What follows belongs to an exercise in optimizing a design on an open flow for small area, a short achievable clock period and few clock cycles per item; a production flow would make more cautious choices.
No functional check of the RTL was part of any run shown here.
Power is estimated from default activity; no workload was simulated.

==> design/flow/design.v <==
module SME(clk,reset,chardata,isstring,ispattern,valid,match,match_index);
input clk;
input reset;
input [7:0] chardata;
input isstring;
input ispattern;
output match;
output [4:0] match_index;
output valid;
localparam [6:0] HAT    = 7'h5E ;  
localparam [6:0] DOLLAR = 7'h24 ;  
localparam [6:0] POINT  = 7'h2E ;  
localparam [6:0] STAR   = 7'h2A ;  
localparam [6:0] SPACE  = 7'h20 ;  
reg  [6:0] str_B_rf [0:31];
reg  [5:0] str_length_cnt;
reg        isstring_d, ispattern_d;
reg [33:0] F;
reg  [4:0] off;           
reg        star_seen;
reg        valid_r, match_r;
reg  [4:0] match_index_r;
wire [6:0] c = chardata[6:0];
wire c_hat    = c == HAT;
wire c_dollar = c == DOLLAR;
wire c_star   = c == STAR;
wire c_point  = c == POINT;
wire first    = ispattern & ~ispattern_d;
wire [31:0] inS;      
wire [31:0] sp;       
wire [31:0] eq;       
genvar j;
generate
for (j = 0; j < 32; j = j + 1) begin: POS
    assign inS[j] = str_length_cnt > 31 - j;
    assign sp[j]  = str_B_rf[j] == SPACE;
    assign eq[j]  = c_point | str_B_rf[j] == c;
end
endgenerate
wire [31:0] start = inS & ~{inS[30:0], 1'b0};
wire [32:0] pre [0:6];
assign pre[0] = F[32:0];
genvar l;
generate
for (l = 0; l < 6; l = l + 1) begin: PRE
    for (j = 0; j < 33; j = j + 1) begin: B
        if ((j >> l) & 1)
            assign pre[l+1][j] = pre[l][j] | pre[l][((j >> l) << l) - 1];
        else
            assign pre[l+1][j] = pre[l][j];
    end
end
endgenerate
wire [33:0] F_hat  = {2'b00, inS & sp, 1'b0} | {2'b00, start};
wire [33:0] F_dol  = {F[32], F[31:0] & sp, 1'b0};
wire [33:0] F_star = first ? {2'b01, inS} : {1'b0, pre[6]};
wire [33:0] F_lit  = {1'b0, (first ? inS : F[31:0]) & eq, 1'b0};
reg [4:0] fs;
integer k;
always @(*) begin
    fs = 5'd0;
    for (k = 33; k >= 0; k = k - 1)
        if (F[k]) fs = k[4:0];
end
wire [4:0] fs_idx = fs + off;
wire [4:0] len5   = str_length_cnt[4:0];
wire [4:0] len_m1 = len5 - 5'd1;
wire [4:0] off_m1 = off - 5'd1;
wire       c_cnt  = ~c_hat & ~c_star;
integer i;
always @(posedge clk)
begin: STR_RF
    if(isstring)
    begin
        for (i = 0; i < 31; i = i + 1)
            str_B_rf[i] <= str_B_rf[i+1];
        str_B_rf[31] <= c;
    end
end
always @(posedge clk)
begin: LEN_CNT
    if(isstring)
        str_length_cnt <= isstring_d ? str_length_cnt + 6'd1 : 6'd1;
end
always @(posedge clk or posedge reset)
begin: FLAGS
    if(reset)
    begin
        isstring_d  <= 1'b0;
        ispattern_d <= 1'b0;
        valid_r     <= 1'b0;
        match_r     <= 1'b0;
    end
    else
    begin
        isstring_d  <= isstring;
        ispattern_d <= ispattern;
        valid_r     <= ispattern_d & ~ispattern;
        match_r     <= ispattern_d & ~ispattern & (|F);
    end
end
always @(posedge clk)
begin: MATCH
    F <= c_hat ? F_hat : c_dollar ? F_dol : c_star ? F_star : F_lit;
    off <= first ? (c_cnt ? len_m1 : len5) : (c_cnt ? off_m1 : off);
    star_seen <= (first ? 1'b0 : star_seen) | c_star;
    if(first)
        match_index_r <= 5'd0;
    else if(!star_seen)
        match_index_r <= fs_idx;
end
assign valid       = valid_r;
assign match       = match_r;
assign match_index = match_index_r;
endmodule
==> design/flow/run.sh <==
#!/bin/bash
# synth_recipe.tcl (not shown) runs the flow's synth.tcl, then flattens the netlist and writes it again
# the make line also repeats each setting of config.mk as NAME=value (left out here)
make -C /OpenROAD-flow-scripts/flow DESIGN_CONFIG=/design/flow/config.mk WORK_HOME=/design/flow/orfs CLKGATE_MAP_FILE= SYNTH_SCRIPT=/design/flow/synth_recipe.tcl finish
==> design/flow/config.mk <==
export PLATFORM = sky130hd
export DESIGN_NAME = SME
export DESIGN_NICKNAME = SME
export VERILOG_FILES = /design/flow/design.v
export SDC_FILE = /design/flow/constraint.sdc
export NUM_CORES = 4
export LEC_CHECK = 0
export ABC_CLOCK_PERIOD_IN_PS = 2000
export CAP_MARGIN = 20
export CORE_MARGIN = 2
export CORE_UTILIZATION = 40
export SETUP_SLACK_MARGIN = 4.1
export SLEW_MARGIN = 20
==> design/flow/constraint.sdc <==
create_clock -name core_clock -period 6.5 [get_ports {clk}]
set_input_delay 1.3000 -clock core_clock [delete_from_list [all_inputs] [get_ports {clk}]]
set_output_delay 1.3000 -clock core_clock [all_outputs]
set_load 0.01 [all_outputs]
==> reports/qor.yml, run 1 <==
multi_input_area_um2: 6700
clkTransAtPathRegs_ns: 0.06
fin_nets: 1319
wl_per_cell_um: 23.7
p_leak_uw: 0.00620
status: "finished clean"
start_util_pct: 40.3
grt_usage_pct: 20.9
place_congestion: 0.903
grt_pass1_vias: 10125
via_per_inst: 6.07
drv_slew: 0
dpl_cell_area_um2: 14800
rrSetupSlack_ns: 3.62
wirelength_um: 42300
grt_first_pass_wirelength_um: 59500
chipHeight_um: 193
drc: 0
fin_tns_setup_ns: 0
antenna_found_initial: 0
cts.sinks: 279
rsz0062_at_grt: "yes"
cts-htree-levels: 1
critPathLaunchType: "flip-flop"
fin_crit_ns: 2.88
dieArea_um2: 37100
whs_path_depth: 2
area_growth_syn_to_layout_pct: 26.3
synth_cell_types: 69
die_x_um: 193
port-buffer-count: 17
fmax_mhz: 347
synthFlopType: "edfxtp_1"
synth_most_common_cell: "edfxtp_1"
worstPathMaxFanout: 2
rows: 69
synth-seq-cells: 279
firstDrtPassIters: 5
maxSlewHeadroom_pct: 44.4
synth-edff-count: 236
cts_root_buf: "clkbuf_16"
syn-num-nets: 1224
path_class: "reg2reg"
endpoint_kind: "flip-flop"
io_pins: 19
required_ns: 6.95
grt_max_degree: 135
min-delay-start: "match_index_r[2]$_SDFFE_PP0N_"
synth-async-reset-ratio_pct: 1.43
overflow: 0
fin_crit_sh_pct: 44.4
drt-initial-drc-count: 1283
crit_arrival_ns: 3.33
synth_common_cells: "236 x edfxtp_1, 123 x xnor2_1, 115 x xor2_1"
synthTopCellsByArea: "edfxtp_1 50%, xnor2_1 7.6%, xor2_1 7.1%"
ant_nets: 0
worst_pin_slew_ns: 0.833
drv_cap: 0
timing.rr.start: "F[32]$_DFF_P_"
cts_buffers: 31
syn-cell-area_um2: 14200
syn_inst: 1202
skew_ns: 0.0143
worstHoldEndpoint: "match_index_r[2]$_SDFFE_PP0N_"
fin_area_um2: 18000
synth_top_area_share_pct: 49.7
finalSetupViolations: 0
yosysSeqAreaShare_pct: 55.9
synth.avg_cell_area_um2: 11.9
irDropWorstVdd_v: 0.000227
worst-r2r-cell-count: 15
hold_violations: 0
n_fill_cell: 2977
core_um2: 35300
cts_tree: "yes"
n_antenna_cell: 0
r2r_end: "match_index_r[2]$_SDFFE_PP0N_"
synth_area_leader_cell: "edfxtp_1"
dpl.hpwl_um: 22900
min_path_type: "reg2reg"
power_density_nw_per_um2: 260
clockBufferDepth: 3
regArea_um2: 7990
drive_above_1_share_pct: 24.9
clk_latency_ns: 0.58
synth_warnings: 2
num_vias: 10815
## power breakdown
group	switching, µW	internal, µW	leakage (µW)
logic	354	276	0.00300
registers	113	2080	0.00269
clock network	740	1110	0.000517
## logic make-up after synthesis
family / synth area share (%)
multiplexers: 0.211
XOR/XNOR: 14.6
flip-flops: 55.9
adder cells (fa/ha/maj): 0.931
buffers and inverters: 2.80
AO/OA/AOI/OAI: 11.9
AND/OR/NAND/NOR: 13.6
## through the flow
stage	hold slack, ns	std cells	worst slack, ns	total power (µW)	util, %
floorplan	0.448	1202	3.57	2560	-
detailed placement	0.468	1621	2.52	2730	41.9
global route	0.504	1783	3.50	4840	51.0
finish	0.489	1783	3.62	4670	51.0
CTS	0.489	1732	3.68	4620	47.8
global placement	0.463	1621	2.58	2720	41.9
## what timing repair did
action,CTS,global route
setup endpoints to repair,57,161
hold buffers,0,0
pin swaps,45,56
buffers inserted,44,42
cloned,9,9
gates resized for setup,146,103
## worst max-delay path by stage
stage	slack, ns	start	to
3_5_place_dp	2.52	chardata[0]	F[22]$_DFF_P_
3_3_place_gp	2.58	chardata[0]	F[22]$_DFF_P_
2_1_floorplan	3.57	chardata[4]	F[4]$_DFF_P_
4_1_cts	3.68	F[32]$_DFF_P_	match_index_r[4]$_SDFFE_PP0N_
6_report	3.62	F[32]$_DFF_P_	match_index_r[2]$_SDFFE_PP0N_
5_1_grt	3.50	F[29]$_DFF_P_	match_index_r[4]$_SDFFE_PP0N_
## layout make-up
class	count	area share (%)
clock buffers	33	4.35
clock inverters	25	1.59
inverters	17	0.355
multi-input cells	841	37.2
flip-flops and latches	279	44.4
well taps	461	3.21
repair buffers	127	8.88
## critical path, stage by stage, from the launching register on
cell and delay (ns):
dfxtp_2 0.32, inv_2 0.05, a21oi_2 0.05, o311a_4 0.33
o221ai_4 0.23, o2111ai_2 0.17, a221oi_2 0.35, ha_2 0.24
inv_2 0.04, fa_2 0.34, buf_4 0.14, buf_6 0.10
xor2_1 0.14, nor2_1 0.06, a21oi_1 0.12, nor2_1 0.05
## cells in the final DEF, fill, tap and decap left out, types with 9 or more instances in the layout
| master | instances |
|---|---|
| a211oi_1 | 9 |
| edfxtp_1 | 236 |
| nand4_1 | 24 |
| a21oi_1 | 40 |
| buf_6 | 21 |
| o2111ai_1 | 13 |
| xnor2_1 | 120 |
| o41ai_2 | 13 |
| nor2_1 | 68 |
| a31oi_1 | 28 |
| or4b_2 | 27 |
| xor2_1 | 112 |
| nor3_1 | 16 |
| dfxtp_1 | 31 |
| nand2_1 | 62 |
| nor4_1 | 47 |
| o211ai_1 | 9 |
| buf_4 | 57 |
| buf_12 | 18 |
| inv_1 | 13 |
| o21ai_0 | 23 |
| clkbuf_16 | 38 |
| nand3_1 | 19 |
## state kept, by name, indices dropped and copies added, names as in the netlist
| name | count |
|---|---|
| str_B_rf | 224 |
| off | 5 |
| match_index_r | 5 |
| F | 34 |
| valid_r | 1 |
| star_seen | 1 |
| ispattern_d | 1 |
| str_length_cnt | 6 |
| match_r | 1 |
| isstring_d | 1 |
## routing by layer
layer	vias to the layer above	global-route usage [%]	wire (µm)
li1	4814	-	-
met5	-	0	0
met4	0	7.49	1740
met2	542	32.6	19100
met1	5320	28.8	17700
met3	139	4.29	3740
==> run 2: changes to the inputs <==
--- a/design/flow/design.v
+++ b/design/flow/design.v
@@ -15,7 +15,7 @@
 reg  [6:0] str_B_rf [0:31];
 reg  [5:0] str_length_cnt;
 reg        isstring_d, ispattern_d;
-reg [33:0] F;
+reg [32:0] F;
 reg  [4:0] off;           
 reg        star_seen;
 reg        valid_r, match_r;
@@ -25,6 +25,11 @@
 wire c_dollar = c == DOLLAR;
 wire c_star   = c == STAR;
 wire c_point  = c == POINT;
+wire c_hat_u    = c[5:0] == HAT[5:0];
+wire c_dollar_u = {c[6], c[4:0]} == {DOLLAR[6], DOLLAR[4:0]};
+wire c_star_u   = {c[6], c[4:0]} == {STAR[6], STAR[4:0]};
+wire c_point_u  = {c[6], c[4:0]} == {POINT[6], POINT[4:0]};
+wire c_body   = ~c_hat & ~c_star & ~c_dollar;
 wire first    = ispattern & ~ispattern_d;
 wire [31:0] inS;      
 wire [31:0] sp;       
@@ -34,12 +39,13 @@
 for (j = 0; j < 32; j = j + 1) begin: POS
     assign inS[j] = str_length_cnt > 31 - j;
     assign sp[j]  = str_B_rf[j] == SPACE;
-    assign eq[j]  = c_point | str_B_rf[j] == c;
+    assign eq[j]  = (j < 16 ? c_point : c_point_u) | str_B_rf[j] == c;
 end
 endgenerate
-wire [31:0] start = inS & ~{inS[30:0], 1'b0};
+wire [32:0] hatmask = {1'b0, inS & ~{inS[30:0], 1'b0} | inS & {sp[30:0], 1'b0}};
+wire [32:0] dmask   = {1'b1, sp};
 wire [32:0] pre [0:6];
-assign pre[0] = F[32:0];
+assign pre[0] = F;
 genvar l;
 generate
 for (l = 0; l < 6; l = l + 1) begin: PRE
@@ -51,22 +57,14 @@
     end
 end
 endgenerate
-wire [33:0] F_hat  = {2'b00, inS & sp, 1'b0} | {2'b00, start};
-wire [33:0] F_dol  = {F[32], F[31:0] & sp, 1'b0};
-wire [33:0] F_star = first ? {2'b01, inS} : {1'b0, pre[6]};
-wire [33:0] F_lit  = {1'b0, (first ? inS : F[31:0]) & eq, 1'b0};
 reg [4:0] fs;
 integer k;
 always @(*) begin
     fs = 5'd0;
-    for (k = 33; k >= 0; k = k - 1)
+    for (k = 32; k >= 0; k = k - 1)
         if (F[k]) fs = k[4:0];
 end
 wire [4:0] fs_idx = fs + off;
-wire [4:0] len5   = str_length_cnt[4:0];
-wire [4:0] len_m1 = len5 - 5'd1;
-wire [4:0] off_m1 = off - 5'd1;
-wire       c_cnt  = ~c_hat & ~c_star;
 integer i;
 always @(posedge clk)
 begin: STR_RF
@@ -101,8 +99,23 @@
 end
 always @(posedge clk)
 begin: MATCH
-    F <= c_hat ? F_hat : c_dollar ? F_dol : c_star ? F_star : F_lit;
-    off <= first ? (c_cnt ? len_m1 : len5) : (c_cnt ? off_m1 : off);
+    if(c_hat)
+        F[15:0] <= hatmask[15:0];
+    else if(c_star)
+        F[15:0] <= first ? inS[15:0] : pre[6][15:0];
+    else if(c_dollar)
+        F[15:0] <= F[15:0] & dmask[15:0];
+    else
+        F[15:0] <= {(first ? inS[14:0] : F[14:0]) & eq[14:0], 1'b0};
+    if(c_hat_u)
+        F[32:16] <= hatmask[32:16];
+    else if(c_star_u)
+        F[32:16] <= first ? {1'b1, inS[31:16]} : pre[6][32:16];
+    else if(c_dollar_u)
+        F[32:16] <= F[32:16] & dmask[32:16];
+    else
+        F[32:16] <= (first ? inS[31:15] : F[31:15]) & eq[31:15];
+    off       <= (first ? str_length_cnt[4:0] : off) - {4'd0, c_body};
     star_seen <= (first ? 1'b0 : star_seen) | c_star;
     if(first)
         match_index_r <= 5'd0;
==> design/flow/config.mk (replaced) <==
export PLATFORM = sky130hd
export DESIGN_NAME = SME
export DESIGN_NICKNAME = SME
export VERILOG_FILES = /design/flow/design.v
export SDC_FILE = /design/flow/constraint.sdc
export NUM_CORES = 4
export LEC_CHECK = 0
export ABC_CLOCK_PERIOD_IN_PS = 2700
export CAP_MARGIN = 20
export CORE_MARGIN = 2
export CORE_UTILIZATION = 40
export CTS_CLUSTER_DIAMETER = 80
export CTS_CLUSTER_SIZE = 30
export SETUP_SLACK_MARGIN = 3.8
export SLEW_MARGIN = 20
==> reports/qor.yml, run 2 <==
status: "finished clean"
syn-num-nets: 1294
via_per_inst: 6.12
synth_most_common_cell: "edfxtp_1"
die_x_um: 194
clock_power_share_pct: 31.8
cts.sinks: 278
fin_tns_setup_ns: 0
n_fill_cell: 3215
synth_common_cells: "231 x edfxtp_1, 123 x xor2_1, 100 x xnor2_1"
biggestRegsByFlops: "str_B_rf x224, F x33, str_length_cnt x6"
worst-r2r-cell-count: 15
synthFlopType: "edfxtp_1"
p_seq_share_pct: 52.8
chipHeight_um: 194
grt_max_degree: 140
layout_common_cells: "231 x edfxtp_1, 123 x xor2_1, 100 x xnor2_1"
drv_cap: 0
slowest_stage: "dfxtp_2"
synth.avg_cell_area_um2: 11.3
dpl.hpwl_um: 25400
regMostFlops: "str_B_rf"
ant_nets: 0
required_ns: 6.97
n_antenna_cell: 0
crit_arrival_ns: 3.18
syn-cell-area_um2: 14400
dieArea_um2: 37600
dpl_cell_area_um2: 15000
power.internal_uw: 2940
endpoint_kind: "flip-flop"
rsz0062_at_grt: "yes"
clkTransAtPathRegs_ns: 0.11
antenna_found_initial: 0
finalSetupViolations: 0
synth_warnings: 2
power_switching_uw: 1200
synth-seq-cells: 278
drive_above_1_share_pct: 15.3
comb_power_share_pct: 15.4
skew_ns: 0.0278
cts_buffers: 18
overflow: 0
max_stage_delay_ns: 0.34
fmax_mhz: 369
cts_tree: "yes"
area_growth_syn_to_layout_pct: 13.7
fin_crit_ns: 2.71
drv_slew: 0
cts-htree-levels: 1
p_leak_uw: 0.00552
synth-async-reset-ratio_pct: 1.44
drc: 0
power_density_nw_per_um2: 252
synth_area_leader_cell: "edfxtp_1"
crit_chain: "nand2b_4 -> a21oi_2 -> o21ai_2 -> a21oi_2 -> o221ai_2 -> a221oi_2 -> ha_2 -> inv_2 -> fa_2 -> inv_2 -> a21o_1 -> a21oi_2 -> xor2_1 -> xnor2_1 -> a21oi_1"
grt_pass1_vias: 10488
synth_top_area_share_pct: 48.1
core_um2: 35600
layout_commonest_cell: "edfxtp_1"
p_sw_share_pct: 29.0
cts_root_buf: "clkbuf_16"
yosysSeqAreaShare_pct: 54.8
firstDrtPassIters: 7
grt_first_pass_wirelength_um: 62000
critPathLaunchType: "flip-flop"
grt_usage_pct: 20.9
whs_path_depth: 0
irDropWorstVdd_v: 0.000215
power.total_uw: 4140
wl_per_cell_um: 23.1
fin_crit_sh_pct: 41.7
synthTopCellsByArea: "edfxtp_1 48%, xor2_1 7.5%, xnor2_1 6.1%"
start_util_pct: 40.5
synth-edff-count: 231
drt-initial-drc-count: 1452
port-buffer-count: 17
wirelength_um: 40900
path_class: "reg2reg"
postCtsHoldBufs: 0
fin_nets: 1318
crit_top_cell: "a21oi_2"
largest_reg_flops: 224
fin_area_um2: 16400
min_path_type: "reg2reg"
num_vias: 10810
worstPathMaxFanout: 4
io_pins: 19
synth_cell_types: 77
worst_pin_slew_ns: 0.910
clockBufferDepth: 3
clk_latency_ns: 0.54
maxSlewHeadroom_pct: 39.3
syn_inst: 1271
rows: 69
place_congestion: 0.940
hold_violations: 0
## run 2: cell count changes in the layout (fill, tap and decap cells not counted), moves of 18 or more
| cell | previous run | this run |
|---|---|---|
| buf_4 | 57 | 39 |
| nor4_1 | 47 | 65 |
| buf_6 | 21 | 3 |
| a21oi_1 | 40 | 70 |
| xnor2_1 | 120 | 100 |
| o21ai_0 | 23 | 60 |
## run 2: layer usage
metal	track usage (%)	wire length (µm)	vias to the layer above
li1	-	-	4899
met1	30.6	18000	5325
met2	31.9	18200	497
met3	3.76	3520	89
met4	5.95	1190	0
met5	0	0	-
## run 2: area by class of cell
type,count,area [µm²],share of cell area [%]
timing repair buffer,69,736,4.49
inverter,24,90.1,0.549
clock buffer,20,479,2.92
tap,461,577,3.52
clock inverter,11,178,1.08
multi-input combinational,904,6420,39.2
sequential,278,7910,48.3
## run 2: worst max-delay path: cells and delay by family, from the launching register on
family,cells,cell delay (ns)
AO/OA/AOI/OAI,8,1.21
XOR/XNOR,2,0.28
adder cells (fa/ha/maj),2,0.59
buffers and inverters,2,0.09
flip-flops,1,0.34
AND/OR/NAND/NOR,1,0.13
## run 2: stage by stage
stage               worst slack (ns)  cells  utilization [%]  hold WS [ns]
finish                          3.79   1767             46.1         0.478
global route                    3.71   1767             46.1         0.493
CTS                             3.80   1750             45.3         0.478
detailed placement              2.36   1694             42.3         0.469
global placement                2.41   1694             42.3         0.459
floorplan                       3.67   1271                -         0.450
## run 2: path summary, 6_finish.rpt
kind                                               start  slack, ns                            end
worst max-delay path                       F[30]$_DFF_P_       3.79  match_index_r[4]$_SDFFE_PP0N_
worst min-delay path            str_B_rf[6][3]$_DFFE_PP_       0.48       str_B_rf[5][3]$_DFFE_PP_
worst max register to register             F[30]$_DFF_P_       3.79  match_index_r[4]$_SDFFE_PP0N_
worst min register to register  str_B_rf[6][3]$_DFFE_PP_       0.48       str_B_rf[5][3]$_DFFE_PP_
max in group asynchronous                          reset       5.40              match_r$_DFF_PP0_
min in group asynchronous                          reset       0.94              valid_r$_DFF_PP0_
## run 2: power groups by stage
| stage | registers [µW] | logic [µW] | clock network (µW) |
|---|---|---|---|
| 2_1_floorplan | 2190 | 412 | 0 |
| 3_3_place_gp | 2220 | 559 | 0 |
| 3_5_place_dp | 2220 | 572 | 0 |
| 4_1_cts | 2180 | 613 | 1340 |
| 5_1_grt | 2200 | 693 | 1400 |
| 6_report | 2180 | 637 | 1310 |
## run 2: cells by family (layout without fill, tap and decap cells)
| logic type | count (synthesis) | in the layout | synth area share, % |
|---|---|---|---|
| buffers and inverters | 92 | 124 | 2.75 |
| adder cells (fa/ha/maj) | 11 | 11 | 1.01 |
| AND/OR/NAND/NOR | 362 | 365 | 14.1 |
| flip-flops | 278 | 278 | 54.8 |
| XOR/XNOR | 223 | 223 | 13.5 |
| multiplexers | 7 | 7 | 0.503 |
| AO/OA/AOI/OAI | 298 | 298 | 13.3 |
## run 2: repair_timing
| item | in CTS | in global routing |
|---|---|---|
| cloned | 4 | 2 |
| pin swaps | 21 | 12 |
| gates resized for setup | 69 | 30 |
| buffers inserted | 21 | 15 |
| setup endpoints to repair | 48 | 30 |
==> run 3: changes to the inputs <==
--- a/design/flow/design.v
+++ b/design/flow/design.v
@@ -17,6 +17,7 @@
 reg        isstring_d, ispattern_d;
 reg [32:0] F;
 reg  [4:0] off;           
+reg        dol_d;         
 reg        star_seen;
 reg        valid_r, match_r;
 reg  [4:0] match_index_r;
@@ -29,7 +30,6 @@
 wire c_dollar_u = {c[6], c[4:0]} == {DOLLAR[6], DOLLAR[4:0]};
 wire c_star_u   = {c[6], c[4:0]} == {STAR[6], STAR[4:0]};
 wire c_point_u  = {c[6], c[4:0]} == {POINT[6], POINT[4:0]};
-wire c_body   = ~c_hat & ~c_star & ~c_dollar;
 wire first    = ispattern & ~ispattern_d;
 wire [31:0] inS;      
 wire [31:0] sp;       
@@ -64,7 +64,7 @@
     for (k = 32; k >= 0; k = k - 1)
         if (F[k]) fs = k[4:0];
 end
-wire [4:0] fs_idx = fs + off;
+wire [4:0] fs_idx = fs + off + {4'd0, dol_d};
 integer i;
 always @(posedge clk)
 begin: STR_RF
@@ -115,7 +115,8 @@
         F[32:16] <= F[32:16] & dmask[32:16];
     else
         F[32:16] <= (first ? inS[31:15] : F[31:15]) & eq[31:15];
-    off       <= (first ? str_length_cnt[4:0] : off) - {4'd0, c_body};
+    off       <= first ? (c_hat ? str_length_cnt[4:0] : str_length_cnt[4:0] - 5'd1) : off - 5'd1;
+    dol_d     <= c_dollar;
     star_seen <= (first ? 1'b0 : star_seen) | c_star;
     if(first)
         match_index_r <= 5'd0;
==> reports/qor.yml, run 3 <==
status: "finished clean"
via_per_inst: 6.08
irDropWorstVdd_v: 0.000208
overflow: 0
rows: 69
power.total_uw: 3930
cts.sinks: 279
area_growth_syn_to_layout_pct: 12.2
num_vias: 10385
hold_violations: 0
worst_pin_slew_ns: 0.971
fin_crit_ns: 2.79
post-place-ws_ns: 2.36
fin_ws_ns: 3.71
biggestRegsByFlops: "str_B_rf x224, F x33, str_length_cnt x6"
n_antenna_cell: 0
min_path_type: "reg2reg"
synth-async-reset-ratio_pct: 1.43
antenna_found_initial: 0
io_pins: 19
fin_crit_sh_pct: 43.0
maxSlewHeadroom_pct: 35.2
rrSetupSlack_ns: 3.71
ant_nets: 0
grt_usage_pct: 19.6
synth_warnings: 2
required_ns: 6.91
synth_compound_area_share_pct: 12.7
synthMuxAreaShare_pct: 0.288
syn-num-nets: 1264
synthTopCellsByArea: "edfxtp_1 48%, xor2_1 7.3%, xnor2_1 6.9%"
synth-edff-count: 231
fin_tns_setup_ns: 0
yosysSeqAreaShare_pct: 55.2
p_leak_uw: 0.00532
synth_xor_area_share_pct: 14.2
power_density_nw_per_um2: 245
critPathLaunchType: "flip-flop"
synth_top_family_by_area: "XOR/XNOR gates"
grt_pass1_vias: 10002
synthSimpleGateAreaFrac_pct: 13.9
regMostFlops: "str_B_rf"
syn_inst: 1242
endpoint_kind: "flip-flop"
drive_above_1_share_pct: 13.6
grt_max_degree: 151
cts_root_buf: "clkbuf_16"
layout_common_cells: "231 x edfxtp_1, 119 x xor2_1, 111 x xnor2_1"
finalSetupViolations: 0
port-buffer-count: 17
grt_first_pass_wirelength_um: 58800
cts-htree-levels: 1
cts_tree: "yes"
synth_top_area_share_pct: 48.4
crit_arrival_ns: 3.20
synthFlopType: "edfxtp_1"
die_x_um: 193
fmax_mhz: 358
synth_common_cells: "231 x edfxtp_1, 119 x xor2_1, 113 x xnor2_1"
drt-initial-drc-count: 958
dieArea_um2: 37400
place_congestion: 0.911
drc: 0
path_class: "reg2reg"
synth.avg_cell_area_um2: 11.5
dpl.hpwl_um: 24100
synth_cell_types: 74
synth_area_leader_cell: "edfxtp_1"
clk_latency_ns: 0.52
drv_cap: 0
core_um2: 35400
clockBufferDepth: 3
cts_buffers: 15
largest_reg_flops: 224
postCtsHoldBufs: 0
start_util_pct: 40.5
layout_commonest_cell: "edfxtp_1"
clkTransAtPathRegs_ns: 0.11
chipHeight_um: 193
synth_most_common_cell: "edfxtp_1"
synth_fa_ha_area_share_pct: 0.978
worstPathMaxFanout: 6
skew_ns: 0.0233
synth-seq-cells: 279
wl_per_cell_um: 22.6
rsz0062_at_grt: "yes"
fin_nets: 1261
wirelength_um: 38600
drv_slew: 0
firstDrtPassIters: 6
syn-cell-area_um2: 14300
run 3: layout make-up:
type	instances	area, µm²
fillers	3217	19300
flip-flops and latches	279	7940
multi-input cells	871	6330
repair buffers	52	629
well taps	461	577
clock buffers	15	375
clock inverters	10	143
inverters	20	75.1
run 3: repair_timing:
item                                    CTS  global route
gates cloned                              2             2
pin swaps                                 7            17
setup buffers                            14             9
gates resized for setup                  72            50
endpoints found under the setup margin   49            34
run 3: layer usage:
metal  wire length (µm)  GRT usage (%)
met5                  0              0
met4               1370           5.77
met3               2860           2.95
met2              17700           31.2
met1              16700           27.8
run 3: worst paths after layout:
| check | cells after the start | start | endpoint |
|---|---|---|---|
| setup / recovery | 13 | F[26]$_DFF_P_ | match_index_r[4]$_SDFFE_PP0N_ |
| hold / removal | 0 | str_B_rf[20][5]$_DFFE_PP_ | str_B_rf[19][5]$_DFFE_PP_ |
| setup reg to reg | 13 | F[26]$_DFF_P_ | match_index_r[4]$_SDFFE_PP0N_ |
| hold reg to reg | 0 | str_B_rf[20][5]$_DFFE_PP_ | str_B_rf[19][5]$_DFFE_PP_ |
| max in group asynchronous | 2 | reset | isstring_d$_DFF_PP0_ |
| min in group asynchronous | 2 | reset | match_r$_DFF_PP0_ |
run 3: kinds of logic after synthesis:
kind of cell | after synthesis
AOI/OAI and AO/OA | 272
xor gates and xnor gates | 232
muxes | 4
buffers and inverters | 94
DFF | 279
adders and majority gates | 10
and+or+nand+nor | 351
run 3: critical path: stages (launching register included):
cell and delay, ns:
dfxtp_2 0.37, nor2_1 0.15, o31a_1 0.19, o31ai_2 0.10
a21oi_2 0.21, o21ai_2 0.10, a41o_1 0.31, buf_4 0.16
fa_2 0.36, a21o_1 0.18, a21oi_2 0.16, xnor2_1 0.14
xnor2_1 0.16, a21oi_1 0.09
run 3: stage by stage:
stage	std cells	area [µm²]	utilization [%]	hold WS (ns)
floorplan	1242	14500	-	0.450
global placement	1656	14900	42.0	0.475
detailed placement	1656	14900	42.0	0.477
CTS	1697	15700	44.5	0.482
global route	1708	16100	45.4	0.500
finish	1708	16100	45.4	0.483
run 3: power by group:
part | switching (µW) | internal, µW | total (µW)
registers | 122 | 2070 | 2190
clock network | 610 | 528 | 1140
logic | 343 | 265 | 608
total | 1080 | 2860 | 3930
==> run 4: changes to the inputs <==
==> design/flow/flow/run.sh (new file) <==
#!/bin/bash
# The standard layout (standard.sh), with timing repair free to resize a
# gate to a cell of another footprint: the platform sets MATCH_CELL_FOOTPRINT=1,
# which limits resizing to cells of the same size.  make's full output goes to
# standard.log; the ORFS tools' own logs stay under orfs/logs.
set -euo pipefail
bash standard.sh MATCH_CELL_FOOTPRINT=0 finish > standard.log 2>&1
==> design/flow/standard.sh (new file) <==
#!/bin/bash
# synth_recipe.tcl (not shown) runs the flow's synth.tcl, then flattens the netlist and writes it again
# the make line also repeats each setting of config.mk as NAME=value (left out here)
make -C /OpenROAD-flow-scripts/flow DESIGN_CONFIG=/design/flow/config.mk WORK_HOME=/design/flow/orfs CLKGATE_MAP_FILE= SYNTH_SCRIPT=/design/flow/synth_recipe.tcl "${@:-finish}"
--- a/design/flow/config.mk
+++ b/design/flow/config.mk
@@ -11,5 +11,5 @@
 export CORE_UTILIZATION = 40
 export CTS_CLUSTER_DIAMETER = 80
 export CTS_CLUSTER_SIZE = 30
-export SETUP_SLACK_MARGIN = 3.8
+export SETUP_SLACK_MARGIN = 4.0
 export SLEW_MARGIN = 20
removed: design/flow/run.sh
==> reports/qor.yml, run 4 <==
largest_reg_flops: 224
place_congestion: 0.919
min-delay-start: "str_B_rf[24][2]$_DFFE_PP_"
drc: 0
worstHoldEndpoint: "str_B_rf[23][2]$_DFFE_PP_"
synth-async-reset-ratio_pct: 1.43
rows: 69
antenna_found_initial: 0
crit_chain: "a2111oi_4 -> a21oi_2 -> o221ai_2 -> a221oi_2 -> fa_2 -> fa_2 -> a21o_1 -> a21oi_2 -> xnor2_1 -> xnor2_1 -> a21oi_1"
grt_pass1_vias: 10009
yosysSeqAreaShare_pct: 55.2
cts-htree-levels: 1
num_vias: 10669
die_x_um: 193
whs_path_depth: 0
power_density_nw_per_um2: 236
via_per_inst: 6.05
finalSetupViolations: 0
layout_common_cells: "231 x edfxtp_1, 119 x xor2_1, 105 x xnor2_1"
synthTopCellsByArea: "edfxtp_1 48%, xor2_1 7.3%, xnor2_1 6.9%"
max_stage_delay_ns: 0.40
n_fill_cell: 3183
dieArea_um2: 37400
synth-edff-count: 231
overflow: 0
crit_family: "compound AO/OA/AOI/OAI gates"
irDropWorstVdd_v: 0.000186
synthFlopType: "edfxtp_1"
io_pins: 19
skew_ns: 0.0224
worst_pin_slew_ns: 0.794
cts_root_buf: "clkbuf_16"
fin_area_um2: 16900
drive_above_1_share_pct: 19.3
ant_nets: 0
wl_per_cell_um: 22.7
fin_crit_ns: 2.86
synth_common_cells: "231 x edfxtp_1, 119 x xor2_1, 113 x xnor2_1"
worstPathMaxFanout: 2
min_path_type: "reg2reg"
syn_inst: 1242
area_growth_syn_to_layout_pct: 18.1
biggestRegsByFlops: "str_B_rf x224, F x33, str_length_cnt x6"
fin_nets: 1317
synth_cell_types: 74
status: "finished clean"
drt-initial-drc-count: 1234
holdWs_ns: 0.485
regMostFlops: "str_B_rf"
drv_cap: 0
firstDrtPassIters: 5
crit_buf_inv: 0
p_leak_uw: 0.00584
slowest_stage: "a2111oi_4"
wirelength_um: 40100
maxSlewHeadroom_pct: 47.1
r2r_end: "match_index_r[4]$_SDFFE_PP0N_"
fin_tns_setup_ns: 0
timing.rr.start: "F[25]$_DFF_P_"
port-buffer-count: 17
grt_max_degree: 120
core_um2: 35400
cts_buffers: 15
syn-cell-area_um2: 14300
endpoint_kind: "flip-flop"
p_seq_share_pct: 54.7
rsz0062_at_grt: "yes"
power.internal_uw: 2890
n_antenna_cell: 0
crit_arrival_ns: 3.27
clock_power_share_pct: 28.9
critPathLaunchType: "flip-flop"
synth.avg_cell_area_um2: 11.5
drv_slew: 0
grt_usage_pct: 20.0
hold_violations: 0
rrSetupSlack_ns: 3.64
cts.sinks: 279
power_switching_uw: 1110
syn-num-nets: 1264
path_class: "reg2reg"
chipHeight_um: 193
p_sw_share_pct: 27.7
synth-seq-cells: 279
synth_top_area_share_pct: 48.4
comb_power_share_pct: 16.5
clockBufferDepth: 3
required_ns: 6.90
synth_area_leader_cell: "edfxtp_1"
worst-r2r-cell-count: 11
clk_latency_ns: 0.52
start_util_pct: 40.5
dpl.hpwl_um: 24400
fmax_mhz: 349
grt_first_pass_wirelength_um: 59600
dpl_cell_area_um2: 15000
synth_most_common_cell: "edfxtp_1"
regArea_um2: 7950
layout_commonest_cell: "edfxtp_1"
clkTransAtPathRegs_ns: 0.11
cts_tree: "yes"
synth_warnings: 2
postCtsHoldBufs: 0
fin_crit_sh_pct: 44.0
multi_input_area_um2: 6540
## run 4: cell types whose count changed in the layout (fill, tap and decap cells not counted), sizes merged
cell           delta
dlygate4sd2       -6
clkdlybuf4s50     -2
bufinv            -1
clkinv            -2
buf              +53
clkbuf            +7
dlymetal6s2s      +7
## run 4: what timing repair did
| item | CTS | global route |
|---|---|---|
| pin swaps | 12 | 37 |
| buffers inserted | 21 | 52 |
| gates resized for setup | 112 | 65 |
| cloned | 3 | 4 |
| setup endpoints to repair | 52 | 106 |
## run 4: logic make-up (layout without fill, tap and decap cells)
| group | count (synthesis) | after routing | synth area share [%] |
|---|---|---|---|
| AOI/OAI and AO/OA | 272 | 272 | 12.7 |
| and+or+nand+nor | 351 | 353 | 13.9 |
| xor gates and xnor gates | 232 | 232 | 14.2 |
| buffers and inverters | 94 | 153 | 2.73 |
| adders and majority gates | 10 | 10 | 0.978 |
| DFF | 279 | 279 | 55.2 |
| muxes | 4 | 4 | 0.288 |
## run 4: how the worst max path moves through the flow
stage | startpoint | endpoint | slack, ns | depth (start not counted)
2_1_floorplan | chardata[6] | F[4]$_DFF_P_ | 3.79 | 9
3_3_place_gp | chardata[6] | F[9]$_DFF_P_ | 2.43 | 7
3_5_place_dp | chardata[6] | F[9]$_DFF_P_ | 2.40 | 7
4_1_cts | F[25]$_DFF_P_ | match_index_r[4]$_SDFFE_PP0N_ | 3.70 | 11
5_1_grt | F[25]$_DFF_P_ | match_index_r[4]$_SDFFE_PP0N_ | 3.59 | 11
6_report | F[25]$_DFF_P_ | match_index_r[4]$_SDFFE_PP0N_ | 3.64 | 11
## run 4: final cells by class
cell class                      instances  area share (%)
Inverter                               20           0.458
Sequential cell                       279            46.9
Tap cell                              461            3.41
Clock inverter                          7           0.702
Clock buffer                           18            2.47
Timing Repair Buffer                  108            7.41
Multi-Input combinational cell        871            38.6
## run 4: routing by layer
layer  GRT usage [%]  part of all wire, %  vias to the layer above  wire, µm
li1                -                    -                     4831         -
met1            28.8                   43                     5268     17400
met2            31.5                   46                      508     18400
met3            3.29                  8.4                       62      3380
met4            4.81                  2.2                        0       879
met5               0                    0                        -         0
## run 4: metrics by stage
stage	total power, µW	utilization (%)	setup slack, ns	cells
final	4000	47.8	3.64	1764
after global routing	4150	47.8	3.59	1764
after CTS	3960	45.6	3.70	1708
after detailed placement	2780	42.4	2.40	1659
after global placement	2770	42.4	2.43	1659
after floorplan	2600	-	3.79	1242
## run 4: power by group through the flow
stage	Clock [µW]	Combinational, µW	Sequential [µW]
floorplan	0	404	2190
global placement	0	541	2230
detailed placement	0	548	2230
CTS	1190	588	2190
global route	1240	708	2200
finish	1150	658	2190
==> run 5: changes to the inputs <==
--- a/design/flow/config.mk
+++ b/design/flow/config.mk
@@ -11,5 +11,5 @@
 export CORE_UTILIZATION = 40
 export CTS_CLUSTER_DIAMETER = 80
 export CTS_CLUSTER_SIZE = 30
-export SETUP_SLACK_MARGIN = 4.0
+export SETUP_SLACK_MARGIN = 4.2
 export SLEW_MARGIN = 20
==> reports/qor.yml, run 5 <==
wirelength_um: 45600
drv_cap: 0
cts_tree: "yes"
crit_arrival_ns: 3.30
synth-async-reset-ratio_pct: 1.43
fin_nets: 1405
synth_cell_types: 74
layout_commonest_cell: "edfxtp_1"
fin_tns_setup_ns: 0
area_growth_syn_to_layout_pct: 27.8
grt_first_pass_wirelength_um: 67400
fmax_mhz: 345
layout_common_cells: "231 x edfxtp_1, 114 x xor2_1, 101 x buf_4"
grt_pass1_vias: 11125
syn-num-nets: 1264
fin_crit_sh_pct: 44.6
regMostFlops: "str_B_rf"
synth.avg_cell_area_um2: 11.5
synth-edff-count: 231
clockBufferDepth: 3
rsz0062_at_grt: "yes"
synth_most_common_cell: "edfxtp_1"
synth_area_leader_cell: "edfxtp_1"
syn_inst: 1242
finalSetupViolations: 0
overflow: 0
worstPathMaxFanout: 4
n_antenna_cell: 0
synthTopCellsByArea: "edfxtp_1 48%, xor2_1 7.3%, xnor2_1 6.9%"
stdcell_count: 1852
clk_latency_ns: 0.53
drt-initial-drc-count: 1468
antenna_found_initial: 1
chipHeight_um: 193
drv_slew: 0
fin_crit_ns: 2.90
hold_violations: 0
endpoint_kind: "flip-flop"
post-route-util_pct: 51.7
required_ns: 6.90
yosysSeqAreaShare_pct: 55.2
ant_nets: 0
rows: 69
status: "finished clean"
maxSlewHeadroom_pct: 51.5
skew_ns: 0.0263
core_um2: 35400
clkTransAtPathRegs_ns: 0.12
rrSetupSlack_ns: 3.60
critPathLaunchType: "flip-flop"
path_class: "reg2reg"
drive_above_1_share_pct: 29.0
fin_ws_ns: 3.60
io_pins: 19
cts_buffers: 15
postCtsHoldBufs: 0
grt_usage_pct: 23.2
worst_pin_slew_ns: 0.728
cts_root_buf: "clkbuf_16"
num_vias: 11429
die_x_um: 193
largest_reg_flops: 224
dpl.hpwl_um: 24800
wl_per_cell_um: 24.6
post-place-ws_ns: 2.51
place_congestion: 0.884
p_leak_uw: 0.00642
synth_common_cells: "231 x edfxtp_1, 119 x xor2_1, 113 x xnor2_1"
dieArea_um2: 37400
synth-seq-cells: 279
firstDrtPassIters: 6
start_util_pct: 40.5
drc: 0
synth_top_area_share_pct: 48.4
irDropWorstVdd_v: 0.000175
biggestRegsByFlops: "str_B_rf x224, F x33, str_length_cnt x6"
synth_warnings: 2
cts-htree-levels: 1
cts.sinks: 279
port-buffer-count: 17
min_path_type: "reg2reg"
grt_max_degree: 126
dp_cells: 1659
synthFlopType: "edfxtp_1"
power_density_nw_per_um2: 222
via_per_inst: 6.17
syn-cell-area_um2: 14300
-- run 5: logic make-up after synthesis --
family | synth area share [%]
XOR/XNOR | 14.2
buffers and inverters | 2.73
flip-flops | 55.2
AND/OR/NAND/NOR | 13.9
multiplexers | 0.288
AO/OA/AOI/OAI | 12.7
adder cells (fa/ha/maj) | 0.978
-- run 5: stage by stage --
step	hold slack (ns)	cell area, µm²	power (µW)
2_1_floorplan	0.450	14800	2600
3_3_place_gp	0.472	15000	2770
3_5_place_dp	0.475	15000	2780
4_1_cts	0.496	17400	3980
5_1_grt	0.508	18300	4210
6_report	0.487	18300	4070
-- run 5: layout make-up --
cell class | instances | area (µm²)
clock buffers | 17 | 383
fillers | 3016 | 17100
inverters | 20 | 80.1
multi-input cells | 873 | 6970
flip-flops and latches | 279 | 7950
well taps | 461 | 577
repair buffers | 194 | 2280
clock inverters | 8 | 80.1
-- run 5: worst paths after layout --
kind                                                 from                             to  cells after the start
worst max register to register              F[19]$_DFF_P_  match_index_r[4]$_SDFFE_PP0N_                     12
worst min-delay path            str_B_rf[18][0]$_DFFE_PP_      str_B_rf[17][0]$_DFFE_PP_                      0
min in group asynchronous                           reset              match_r$_DFF_PP0_                      2
worst min register to register  str_B_rf[18][0]$_DFFE_PP_      str_B_rf[17][0]$_DFFE_PP_                      0
worst max-delay path                        F[19]$_DFF_P_  match_index_r[4]$_SDFFE_PP0N_                     12
max in group asynchronous                           reset          ispattern_d$_DFF_PP0_                      2
-- run 5: power by group --
group	internal, µW	switching [µW]
Combinational	373	423
Sequential	2070	122
Clock	452	628
-- run 5: per-layer routing --
layer | vias up | global-route usage [%] | part of all wire [%]
met1 | 5679 | 32.9 | 42
met3 | 131 | 3.26 | 8.8
li1 | 5012 | - | -
met5 | - | 0 | 0
met4 | 0 | 6.70 | 3.3
met2 | 607 | 37.0 | 46
-- run 5: repair_timing --
action | in CTS | in global routing
endpoints found under the setup margin | 161 | 47
setup buffers | 109 | 44
resized for setup | 227 | 99
gates cloned | 13 | 2
pin swaps | 87 | 63
-- run 5: worst max-delay path, stage by stage, from the launching register on --
cell	delay, ns
dfxtp_4	0.39
buf_4	0.15
nor4_4	0.32
inv_2	0.09
a31oi_2	0.26
o21ai_0	0.15
a21boi_1	0.26
ha_2	0.35
a21o_1	0.20
a21oi_2	0.16
xnor2_1	0.09
xnor2_1	0.26
a21oi_1	0.10
==> run 6: changes to the inputs <==
==> design/flow/design.v (replaced) <==
module SME(clk,reset,chardata,isstring,ispattern,valid,match,match_index);
input clk;
input reset;
input [7:0] chardata;
input isstring;
input ispattern;
output match;
output [4:0] match_index;
output valid;
localparam [6:0] HAT    = 7'h5E ;  
localparam [6:0] DOLLAR = 7'h24 ;  
localparam [6:0] POINT  = 7'h2E ;  
localparam [6:0] STAR   = 7'h2A ;  
localparam [6:0] SPACE  = 7'h20 ;  
reg  [6:0] str_B_rf [0:31];
reg  [5:0] str_length_cnt;
reg        isstring_d, ispattern_d;
reg [33:0] F;
reg  [4:0] off;           
reg        star_seen;
reg        star_d;          
reg  [4:0] star_idx;
reg        valid_r, match_r;
reg  [4:0] match_index_r;
wire [6:0] c = chardata[6:0];
wire c_hat    = c == HAT;
wire c_dollar = c == DOLLAR;
wire c_star   = c == STAR;
wire c_point  = c == POINT;
wire first    = ispattern & ~ispattern_d;
wire [31:0] inS;      
wire [31:0] sp;       
wire [31:0] eqc;      
genvar j;
generate
for (j = 0; j < 32; j = j + 1) begin: POS
    assign inS[j] = str_length_cnt > 31 - j;
    assign sp[j]  = str_B_rf[j] == SPACE;
    assign eqc[j] = str_B_rf[j] == c;
end
endgenerate
wire [31:0] start = inS & ~{inS[30:0], 1'b0};
wire [32:0] pre [0:6];
assign pre[0] = F[32:0];
genvar l;
generate
for (l = 0; l < 6; l = l + 1) begin: PRE
    for (j = 0; j < 33; j = j + 1) begin: B
        if ((j >> l) & 1)
            assign pre[l+1][j] = pre[l][j] | pre[l][((j >> l) << l) - 1];
        else
            assign pre[l+1][j] = pre[l][j];
    end
end
endgenerate
wire [31:0] Fin = first ? inS : F[31:0];
wire [33:0] F_hat  = {2'b00, inS & sp, 1'b0} | {2'b00, start};
wire [33:0] F_dol  = {F[32], F[31:0] & sp, 1'b0};
wire [33:0] F_star = first ? {2'b01, inS} : {1'b0, pre[6]};
wire [33:0] F_pt   = {1'b0, Fin, 1'b0};
wire [33:0] F_fix  = ({34{c_hat}} & F_hat) | ({34{c_dollar}} & F_dol) |
                     ({34{c_star}} & F_star) | ({34{c_point}} & F_pt);
wire [33:0] F_lit  = {1'b0, Fin & eqc, 1'b0};
reg [4:0] fs;
integer k;
always @(*) begin
    fs = 5'd0;
    for (k = 33; k >= 0; k = k - 1)
        if (F[k]) fs = k[4:0];
end
wire [4:0] gen = fs & off;
wire [4:0] prp = fs ^ off;
wire [4:0] cry;
assign cry[0] = 1'b0;
assign cry[1] = gen[0];
assign cry[2] = gen[1] | prp[1] & gen[0];
assign cry[3] = gen[2] | prp[2] & gen[1] | prp[2] & prp[1] & gen[0];
assign cry[4] = gen[3] | prp[3] & gen[2] | prp[3] & prp[2] & gen[1] |
                prp[3] & prp[2] & prp[1] & gen[0];
wire [4:0] fs_idx = prp ^ cry;
wire [4:0] len5   = str_length_cnt[4:0];
wire [4:0] len_m1 = len5 - 5'd1;
wire [4:0] off_m1 = off - 5'd1;
wire       c_cnt  = ~c_hat & ~c_star;
integer i;
always @(posedge clk)
begin: STR_RF
    if(isstring)
    begin
        for (i = 0; i < 31; i = i + 1)
            str_B_rf[i] <= str_B_rf[i+1];
        str_B_rf[31] <= c;
    end
end
always @(posedge clk)
begin: LEN_CNT
    if(isstring)
        str_length_cnt <= isstring_d ? str_length_cnt + 6'd1 : 6'd1;
end
always @(posedge clk or posedge reset)
begin: FLAGS
    if(reset)
    begin
        isstring_d  <= 1'b0;
        ispattern_d <= 1'b0;
        valid_r     <= 1'b0;
        match_r     <= 1'b0;
    end
    else
    begin
        isstring_d  <= isstring;
        ispattern_d <= ispattern;
        valid_r     <= ispattern_d & ~ispattern;
        match_r     <= ispattern_d & ~ispattern & (|F);
    end
end
always @(posedge clk)
begin: MATCH
    F <= F_fix | F_lit;
    off <= first ? (c_cnt ? len_m1 : len5) : (c_cnt ? off_m1 : off);
    star_seen <= (first ? 1'b0 : star_seen) | c_star;
    star_d    <= ispattern & c_star;
    if(star_d)
        star_idx <= fs_idx;
    match_index_r <= (star_seen & ~star_d) ? star_idx : fs_idx;
end
assign valid       = valid_r;
assign match       = match_r;
assign match_index = match_index_r;
endmodule
==> design/flow/run.sh (new file) <==
#!/bin/bash
# synth_recipe.tcl (not shown) runs the flow's synth.tcl, then flattens the netlist and writes it again
# the make line also repeats each setting of config.mk as NAME=value (left out here)
make -C /OpenROAD-flow-scripts/flow DESIGN_CONFIG=/design/flow/config.mk WORK_HOME=/design/flow/orfs CLKGATE_MAP_FILE= SYNTH_SCRIPT=/design/flow/synth_recipe.tcl finish
==> design/flow/config.mk (replaced) <==
export PLATFORM = sky130hd
export DESIGN_NAME = SME
export DESIGN_NICKNAME = SME
export VERILOG_FILES = /design/flow/design.v
export SDC_FILE = /design/flow/constraint.sdc
export NUM_CORES = 4
export LEC_CHECK = 0
export CAP_MARGIN = 20
export CORE_MARGIN = 2
export CORE_UTILIZATION = 40
export SETUP_SLACK_MARGIN = 3.8
export SLEW_MARGIN = 20
removed: design/flow/flow/run.sh
removed: design/flow/standard.sh
==> reports/qor.yml, run 6 <==
synth_warnings: 2
crit_arrival_ns: 3.24
path_class: "reg2reg"
multi_input_area_um2: 5980
num_vias: 9848
cts.sinks: 285
synth_common_cells: "240 x edfxtp_1, 130 x xnor2_1, 108 x xor2_1"
synth-async-reset-ratio_pct: 1.40
drt-initial-drc-count: 733
wirelength_um: 36300
rrSetupSlack_ns: 3.72
synth_most_common_cell: "edfxtp_1"
min_path_type: "reg2reg"
synthFlopType: "edfxtp_1"
fmax_mhz: 360
synth-edff-count: 240
worstPathMaxFanout: 2
layout_commonest_cell: "edfxtp_1"
syn-cell-area_um2: 14300
worst_pin_slew_ns: 1.01
yosysSeqAreaShare_pct: 56.7
cts_tree: "yes"
rsz0062_at_grt: "yes"
antenna_found_initial: 0
via_per_inst: 5.82
synth_top_area_share_pct: 50.3
firstDrtPassIters: 5
cts-htree-levels: 1
p_leak_uw: 0.00552
clkTransAtPathRegs_ns: 0.06
power_density_nw_per_um2: 273
drive_above_1_share_pct: 14.4
clk_latency_ns: 0.57
wl_per_cell_um: 21.5
grt_first_pass_wirelength_um: 56400
core_um2: 35400
fin_crit_ns: 2.78
maxSlewHeadroom_pct: 32.1
fin_area_um2: 16400
io_pins: 19
overflow: 0
drc: 0
rows: 69
regArea_um2: 8140
syn_inst: 1181
drv_cap: 0
grt_max_degree: 122
finalSetupViolations: 0
dieArea_um2: 37400
synth_area_leader_cell: "edfxtp_1"
synthTopCellsByArea: "edfxtp_1 50%, xnor2_1 7.9%, xor2_1 6.6%"
dpl.hpwl_um: 21800
worst-r2r-cell-count: 11
biggestRegsByFlops: "str_B_rf x224, F x34, str_length_cnt x6"
cts_root_buf: "clkbuf_16"
chipHeight_um: 193
postCtsHoldBufs: 0
synth.avg_cell_area_um2: 12.1
drv_slew: 0
die_x_um: 193
required_ns: 6.96
port-buffer-count: 17
n_fill_cell: 3218
whs_path_depth: 2
status: "finished clean"
place_congestion: 0.813
ant_nets: 0
irDropWorstVdd_v: 0.000208
n_antenna_cell: 0
dpl_cell_area_um2: 14900
skew_ns: 0.0160
hold_violations: 0
fin_nets: 1229
cts_buffers: 31
synth_cell_types: 74
timing.rr.start: "F[20]$_DFF_P_"
grt_usage_pct: 18.8
r2r_end: "match_index_r[4]$_DFF_P_"
clockBufferDepth: 3
min-delay-start: "star_seen$_DFF_P_"
layout_common_cells: "240 x edfxtp_1, 129 x xnor2_1, 108 x xor2_1"
endpoint_kind: "flip-flop"
fin_crit_sh_pct: 42.7
syn-num-nets: 1203
synth-seq-cells: 285
area_growth_syn_to_layout_pct: 14.6
grt_pass1_vias: 9767
worstHoldEndpoint: "star_seen$_DFF_P_"
largest_reg_flops: 224
fin_tns_setup_ns: 0
start_util_pct: 40.5
regMostFlops: "str_B_rf"
critPathLaunchType: "flip-flop"
==> run 6: changes by cell type in the layout (fill, tap and decap cells not counted), moves of 19 or more <==
cell	previous run	this run
buf_6	36	4
nand4_1	20	44
xnor2_1	98	129
nor2_1	85	48
buf_4	101	27
a21oi_1	52	25
nand3_1	20	39
==> run 6: metrics by stage <==
step	hold slack (ns)	util (%)	std cells	power [µW]	worst slack (ns)
final	0.440	46.4	1693	4490	3.72
after global routing	0.479	46.4	1693	4660	3.52
after CTS	0.444	45.9	1684	4510	3.71
after detailed placement	0.433	42.1	1606	2770	2.42
after global placement	0.438	42.1	1606	2760	2.40
after floorplan	0.423	-	1181	2590	3.46
==> run 6: logic make-up after synthesis <==
kind of cell / Yosys count / share of synthesized area, %
AOI/OAI and AO/OA: 175 / 8.87
xor gates and xnor gates: 238 / 14.5
adders and majority gates: 10 / 0.873
buffers and inverters: 84 / 2.65
DFF: 285 / 56.7
muxes: 13 / 0.978
and+or+nand+nor: 376 / 15.4
==> run 6: power breakdown <==
group | internal (µW) | switching, µW
clock network | 1010 | 715
logic | 236 | 292
registers | 2130 | 107
==> run 6: worst max-delay path: stages (launching register included) <==
cell,delay [ns]
dfxtp_4,0.34
or3_1,0.39
a221o_1,0.28
a21oi_2,0.16
o211ai_1,0.14
a221oi_2,0.31
ha_2,0.24
a211oi_2,0.06
o21bai_1,0.15
xor2_1,0.22
xnor2_1,0.12
mux2_4,0.26
==> run 6: final cells by class <==
class                      count  area share [%]
inverter                      16           0.366
sequential                   285            49.6
timing repair buffer          60            4.08
clock inverter                11           0.495
multi-input combinational    813            36.4
clock buffer                  47            5.59
tap                          461            3.51
==> run 6: repair_timing <==
item / in CTS / in global routing
pin swaps: 14 / 7
endpoints found under the hold margin: 0 / 0
buffers inserted: 17 / 7
endpoints found under the setup margin: 54 / 18
cloned: 3 / 2
gates resized for setup: 52 / 17
==> run 6: how the worst max path moves through the flow <==
stage / cells after the start / start / slack, ns / endpoint
finish: 11 / F[20]$_DFF_P_ / 3.72 / match_index_r[4]$_DFF_P_
global route: 11 / F[20]$_DFF_P_ / 3.52 / match_index_r[4]$_DFF_P_
CTS: 11 / F[20]$_DFF_P_ / 3.71 / match_index_r[4]$_DFF_P_
detailed placement: 8 / chardata[5] / 2.42 / F[15]$_DFF_P_
global placement: 8 / chardata[5] / 2.40 / F[15]$_DFF_P_
floorplan: 7 / chardata[4] / 3.46 / off[2]$_DFFE_PP_
==> run 6: metal layers <==
| layer | track usage, % | part of all wire (%) | vias to the layer above |
|---|---|---|---|
| li1 | - | - | 4565 |
| met1 | 26.7 | 46 | 4917 |
| met2 | 30.6 | 47 | 310 |
| met3 | 2.74 | 5.5 | 56 |
| met4 | 4.33 | 2.1 | 0 |
| met5 | 0 | 0 | - |
==> run 7: changes to the inputs <==
--- a/design/flow/config.mk
+++ b/design/flow/config.mk
@@ -8,5 +8,5 @@
 export CAP_MARGIN = 20
 export CORE_MARGIN = 2
 export CORE_UTILIZATION = 40
-export SETUP_SLACK_MARGIN = 3.8
+export SETUP_SLACK_MARGIN = 4.2
 export SLEW_MARGIN = 20
==> reports/qor.yml, run 7 <==
biggestRegsByFlops: "str_B_rf x224, F x34, str_length_cnt x6"
timing.rr.start: "F[22]$_DFF_P_"
required_ns: 6.95
n_antenna_cell: 0
wirelength_um: 40300
synth-seq-cells: 285
crit_chain: "or3_1 -> a221o_1 -> a21oi_2 -> o211ai_1 -> a221oi_2 -> ha_2 -> a211oi_2 -> o21bai_1 -> xor2_1 -> xnor2_1 -> mux2_2"
post-place-ws_ns: 2.69
synthFlopType: "edfxtp_1"
cts_root_buf: "clkbuf_16"
holdWs_ns: 0.471
drv_cap: 0
slowest_stage: "or3_1"
antenna_found_initial: 1
skew_ns: 0.0145
clkTransAtPathRegs_ns: 0.06
endpoint_kind: "flip-flop"
power_density_nw_per_um2: 257
ant_nets: 0
synth-edff-count: 240
r2r_end: "match_index_r[4]$_DFF_P_"
irDropWorstVdd_v: 0.000215
grt_pass1_vias: 10498
wl_per_cell_um: 23.1
firstDrtPassIters: 5
clk_latency_ns: 0.56
synth_top_area_share_pct: 50.3
power_switching_uw: 1140
clockBufferDepth: 3
regMostFlops: "str_B_rf"
worst-r2r-cell-count: 11
comb_power_share_pct: 13.2
port-buffer-count: 17
synth_warnings: 2
worstPathMaxFanout: 3
synth_area_leader_cell: "edfxtp_1"
syn-num-nets: 1203
synth_cell_types: 74
synth-async-reset-ratio_pct: 1.40
grt_usage_pct: 21.1
drv_slew: 0
synth_common_cells: "240 x edfxtp_1, 130 x xnor2_1, 108 x xor2_1"
area_growth_syn_to_layout_pct: 23.1
synthTopCellsByArea: "edfxtp_1 50%, xnor2_1 7.9%, xor2_1 6.6%"
n_fill_cell: 3065
io_pins: 19
fin_crit_ns: 2.84
whs_path_depth: 1
drive_above_1_share_pct: 22.6
power.internal_uw: 3390
via_per_inst: 5.97
place_congestion: 0.847
grt_max_degree: 121
max_stage_delay_ns: 0.39
rsz0062_at_grt: "yes"
fin_tns_setup_ns: 0
critPathLaunchType: "flip-flop"
num_vias: 10403
grt_first_pass_wirelength_um: 62000
layout_commonest_cell: "edfxtp_1"
drt-initial-drc-count: 940
core_um2: 35400
hold_violations: 0
maxSlewHeadroom_pct: 40.3
synth.avg_cell_area_um2: 12.1
cts_buffers: 30
dpl.hpwl_um: 21700
syn_inst: 1181
crit_start: "F[22]$_DFF_P_"
min_path_type: "reg2reg"
synth_most_common_cell: "edfxtp_1"
cts_tree: "yes"
post-route-util_pct: 49.8
syn-cell-area_um2: 14300
chipHeight_um: 193
clock_power_share_pct: 37.4
endpoint: "match_index_r[4]$_DFF_P_"
postCtsHoldBufs: 0
start_util_pct: 40.5
rows: 69
path_class: "reg2reg"
drc: 0
p_seq_share_pct: 49.3
finalSetupViolations: 0
cts.sinks: 285
p_leak_uw: 0.00599
yosysSeqAreaShare_pct: 56.7
status: "finished clean"
fin_ws_ns: 3.66
worst_pin_slew_ns: 0.892
dieArea_um2: 37400
overflow: 0
fin_crit_sh_pct: 43.6
fmax_mhz: 352
rrSetupSlack_ns: 3.66
crit_arrival_ns: 3.29
die_x_um: 193
fin_nets: 1281
cts-htree-levels: 1
layout_common_cells: "240 x edfxtp_1, 128 x xnor2_1, 108 x xor2_1"
largest_reg_flops: 224
p_sw_share_pct: 25.1
-- run 7: cell counts after synthesis --
No cell type changed its count.
-- run 7: cell families after synthesis --
family,share of synthesized area [%]
buf+inv,2.65
compound gates,8.87
xor+xnor,14.5
mux,0.978
flops,56.7
fa+ha+maj,0.873
simple gates,15.4
-- run 7: what timing repair did --
action	in CTS	in global routing
gates cloned	15	0
gates resized for setup	174	40
pin swaps	42	27
setup endpoints to repair	181	62
buffers inserted	60	7
-- run 7: power by group through the flow --
stage / clock network [µW] / logic [µW] / registers (µW)
finish: 1700 / 600 / 2240
global route: 1800 / 650 / 2250
CTS: 1720 / 576 / 2230
detailed placement: 0 / 493 / 2280
global placement: 0 / 489 / 2270
floorplan: 0 / 354 / 2240
-- run 7: cell type report --
class,instances,area (µm²),share of cell area (%)
Sequential cell,285,8140,46.1
Multi-Input combinational cell,813,6380,36.2
Timing Repair Buffer,113,1510,8.56
Clock buffer,42,857,4.86
Tap cell,461,577,3.27
Clock inverter,13,113,0.638
Inverter,16,63.8,0.362
-- run 7: layer usage --
metal	vias to the layer above	GRT usage (%)	wire [µm]
li1	4682	-	-
met1	5123	28.3	16900
met2	468	33.3	18500
met3	125	4.57	3250
met4	5	7.89	1520
met5	-	2.17	128
-- run 7: worst min path at each step --
stage                                     to                  start  slack, ns
floorplan                  star_seen$_DFF_P_      star_seen$_DFF_P_       0.42
global placement           star_seen$_DFF_P_      star_seen$_DFF_P_       0.44
detailed placement         star_seen$_DFF_P_      star_seen$_DFF_P_       0.44
CTS                        star_seen$_DFF_P_      star_seen$_DFF_P_       0.45
global route        match_index_r[0]$_DFF_P_  star_idx[0]$_DFFE_PP_       0.50
finish              match_index_r[0]$_DFF_P_  star_idx[0]$_DFFE_PP_       0.47
-- run 7: critical path, delay by kind of cell (launching register included) --
family | cells | cell delay [ns]
and+or+nand+nor | 1 | 0.39
AOI/OAI and AO/OA | 6 | 1.15
adders and majority gates | 1 | 0.25
muxes | 1 | 0.26
xor gates and xnor gates | 2 | 0.32
DFF | 1 | 0.36
-- run 7: metrics by stage --
| stage | total power, µW | cells | area [µm²] |
|---|---|---|---|
| final | 4530 | 1743 | 17600 |
| after global routing | 4700 | 1743 | 17600 |
| after CTS | 4530 | 1736 | 17400 |
| after detailed placement | 2770 | 1606 | 14900 |
| after global placement | 2760 | 1606 | 14900 |
| after floorplan | 2600 | 1181 | 14400 |
==> run 8: changes to the inputs <==
--- a/design/flow/config.mk
+++ b/design/flow/config.mk
@@ -7,6 +7,8 @@
 export LEC_CHECK = 0
 export CAP_MARGIN = 20
 export CORE_MARGIN = 2
-export CORE_UTILIZATION = 40
-export SETUP_SLACK_MARGIN = 4.2
+export CORE_UTILIZATION = 60
+export CTS_CLUSTER_DIAMETER = 60
+export CTS_CLUSTER_SIZE = 25
+export SETUP_SLACK_MARGIN = 4.0
 export SLEW_MARGIN = 20
==> reports/qor.yml, run 8 <==
fin_crit_ns: 2.82
dp_cells: 1464
cts_root_buf: "clkbuf_16"
path_class: "reg2reg"
grt_usage_pct: 29.3
n_fill_cell: 1667
synth-seq-cells: 285
clockBufferDepth: 3
syn_inst: 1181
biggestRegsByFlops: "str_B_rf x224, F x34, str_length_cnt x6"
cts_buffers: 24
cts.sinks: 285
stdcell_count: 1557
grt_first_pass_wirelength_um: 56400
irDropWorstVdd_v: 0.000268
drc: 0
required_ns: 6.93
yosysSeqAreaShare_pct: 56.7
grt_max_degree: 140
via_per_inst: 6.46
critPathLaunchType: "flip-flop"
io_pins: 19
overflow: 0
fin_nets: 1242
wl_per_cell_um: 23.8
crit_start: "F[20]$_DFF_P_"
slowest_stage: "or3_4"
synth_common_cells: "240 x edfxtp_1, 130 x xnor2_1, 108 x xor2_1"
chipHeight_um: 159
drv_slew: 0
synth.avg_cell_area_um2: 12.1
num_vias: 10060
rrSetupSlack_ns: 3.68
rows: 56
skew_ns: 0.0184
drive_above_1_share_pct: 16.7
worstPathMaxFanout: 2
clkTransAtPathRegs_ns: 0.08
p_leak_uw: 0.00563
endpoint_kind: "flip-flop"
cts_tree: "yes"
timing.rr.start: "F[20]$_DFF_P_"
antenna_found_initial: 0
hold_violations: 0
max_stage_delay_ns: 0.38
ant_nets: 0
clk_latency_ns: 0.55
regMostFlops: "str_B_rf"
multi_input_area_um2: 6120
dpl.hpwl_um: 22000
layout_common_cells: "240 x edfxtp_1, 129 x xnor2_1, 108 x xor2_1"
synth_cell_types: 74
regArea_um2: 8140
maxSlewHeadroom_pct: 43.7
status: "finished clean"
synth_area_leader_cell: "edfxtp_1"
fmax_mhz: 354
finalSetupViolations: 0
firstDrtPassIters: 6
synthFlopType: "edfxtp_1"
syn-cell-area_um2: 14300
n_antenna_cell: 0
synth-edff-count: 240
rsz0062_at_grt: "yes"
synth_warnings: 2
drv_cap: 0
wirelength_um: 37100
holdWs_ns: 0.441
min_path_type: "reg2reg"
synth-async-reset-ratio_pct: 1.40
min-delay-start: "star_seen$_DFF_P_"
crit_chain: "or3_4 -> a221o_1 -> a21oi_2 -> o211ai_1 -> a221oi_2 -> ha_2 -> a211oi_1 -> o21bai_1 -> xor2_1 -> xnor2_1 -> mux2_4"
synthTopCellsByArea: "edfxtp_1 50%, xnor2_1 7.9%, xor2_1 6.6%"
largest_reg_flops: 224
start_util_pct: 61.1
port-buffer-count: 17
fin_tns_setup_ns: 0
cts-htree-levels: 1
layout_commonest_cell: "edfxtp_1"
die_x_um: 159
worst_pin_slew_ns: 0.844
place_congestion: 0.890
grt_pass1_vias: 9836
drt-initial-drc-count: 1199
syn-num-nets: 1203
synth_top_area_share_pct: 50.3
core_um2: 23500
power_density_nw_per_um2: 265
post-route-util_pct: 70.5
synth_most_common_cell: "edfxtp_1"
crit_arrival_ns: 3.26
fin_crit_sh_pct: 43.4
area_growth_syn_to_layout_pct: 15.4
dieArea_um2: 25100
==> run 8: critical path: cells and delay by family (launching register included) <==
kind	cells	cell delay (ns)
compound gates	6	1.14
flops	1	0.35
mux	1	0.27
simple gates	1	0.38
xor+xnor	2	0.31
fa+ha+maj	1	0.26
==> run 8: path summary, 6_finish.rpt <==
kind                       cells past startpoint                       end
setup / recovery                              11  match_index_r[4]$_DFF_P_
hold / removal                                 2         star_seen$_DFF_P_
setup reg to reg                              11  match_index_r[4]$_DFF_P_
hold reg to reg                                2         star_seen$_DFF_P_
max in group asynchronous                      2     ispattern_d$_DFF_PP0_
min in group asynchronous                      2         match_r$_DFF_PP0_
==> run 8: routing by layer <==
layer  part of all wire (%)  global-route usage (%)  up-vias
met4                    3.5                    10.3        0
met2                     47                    47.6      384
met3                    7.0                    4.65       89
met5                      0                       0        -
li1                       -                       -     4590
met1                     42                    40.2     4997
==> run 8: final cells by class <==
type                    count  area share (%)
inverters                  16           0.363
clock inverters            17            1.43
repair buffers             80            5.79
flip-flops and latches    285            49.2
clock buffers              27            3.83
multi-input cells         813            37.0
well taps                 319            2.41
==> run 8: cell families after synthesis <==
logic type               Yosys count  share of synthesized area [%]
buffers and inverters             84                           2.65
adder cells (fa/ha/maj)           10                          0.873
AND/OR/NAND/NOR                  376                           15.4
AO/OA/AOI/OAI                    175                           8.87
multiplexers                      13                          0.978
flip-flops                       285                           56.7
XOR/XNOR                         238                           14.5
==> run 8: power by group <==
| part | leakage [µW] | internal (µW) | switching, µW |
|---|---|---|---|
| combinational | 0.00248 | 264 | 312 |
| clock | 0.000414 | 774 | 797 |
| sequential | 0.00274 | 2120 | 112 |
==> run 8: stage by stage <==
| step | cell area, µm² | power, µW | setup slack, ns |
|---|---|---|---|
| 3_5_place_dp | 14700 | 2780 | 2.62 |
| 6_report | 16500 | 4380 | 3.68 |
| 4_1_cts | 16100 | 4360 | 3.73 |
| 2_1_floorplan | 14400 | 2600 | 3.46 |
| 5_1_grt | 16500 | 4530 | 3.58 |
| 3_3_place_gp | 14700 | 2770 | 2.61 |
==> run 8: what timing repair did <==
action                     4_1_cts  5_1_grt
gates resized for setup         74       40
setup buffers                   18       26
gates cloned                     3        2
pin swaps                       11       12
setup endpoints to repair       58       36
hold buffers                     0        0

## what the ideal ports hide
The results above use ideal ports. As a check the final layouts listed here were re-extracted and re-timed, cells and wires unchanged. Step 1 assumes that a clkbuf_16 drives the clock port and a buf_2 every other input. Step 2, shift: input delay + t, output delay - t, t = (earliest + latest rising clock arrival at the registers) / 2. This alone moves slack from input paths to output paths. Slacks: no drivers / after step 1 / after step 2; pairs: no drivers / after step 1.
| run | t (ns) | setup slack, ns | clock arrival spread, ns | worst data-port slew with drivers (ns) |
|---|---|---|---|---|
| run 1 | 0.623 | 3.617 / 3.617 / 3.342 | 0.016 / 0.016 | 0.09 |
| run 2 | 0.582 | 3.792 / 3.792 / 3.225 | 0.028 / 0.028 | 0.05 |
| run 3 | 0.559 | 3.708 / 3.708 / 3.206 | 0.026 / 0.026 | 0.05 |
| run 4 | 0.562 | 3.637 / 3.637 / 3.472 | 0.022 / 0.023 | 0.09 |
| run 5 | 0.567 | 3.601 / 3.601 / 3.408 | 0.028 / 0.028 | 0.23 |
| run 6 | 0.613 | 3.723 / 3.723 / 3.242 | 0.020 / 0.021 | 0.04 |
| run 7 | 0.613 | 3.663 / 3.663 / 3.313 | 0.016 / 0.015 | 0.05 |
| run 8 | 0.592 | 3.677 / 3.677 / 3.272 | 0.022 / 0.022 | 0.23 |
After both steps every run listed still meets setup and hold. For run 2, which loses most, drivers alone change the setup slack by 0.000 ns; drivers and shift together by -0.567 ns.
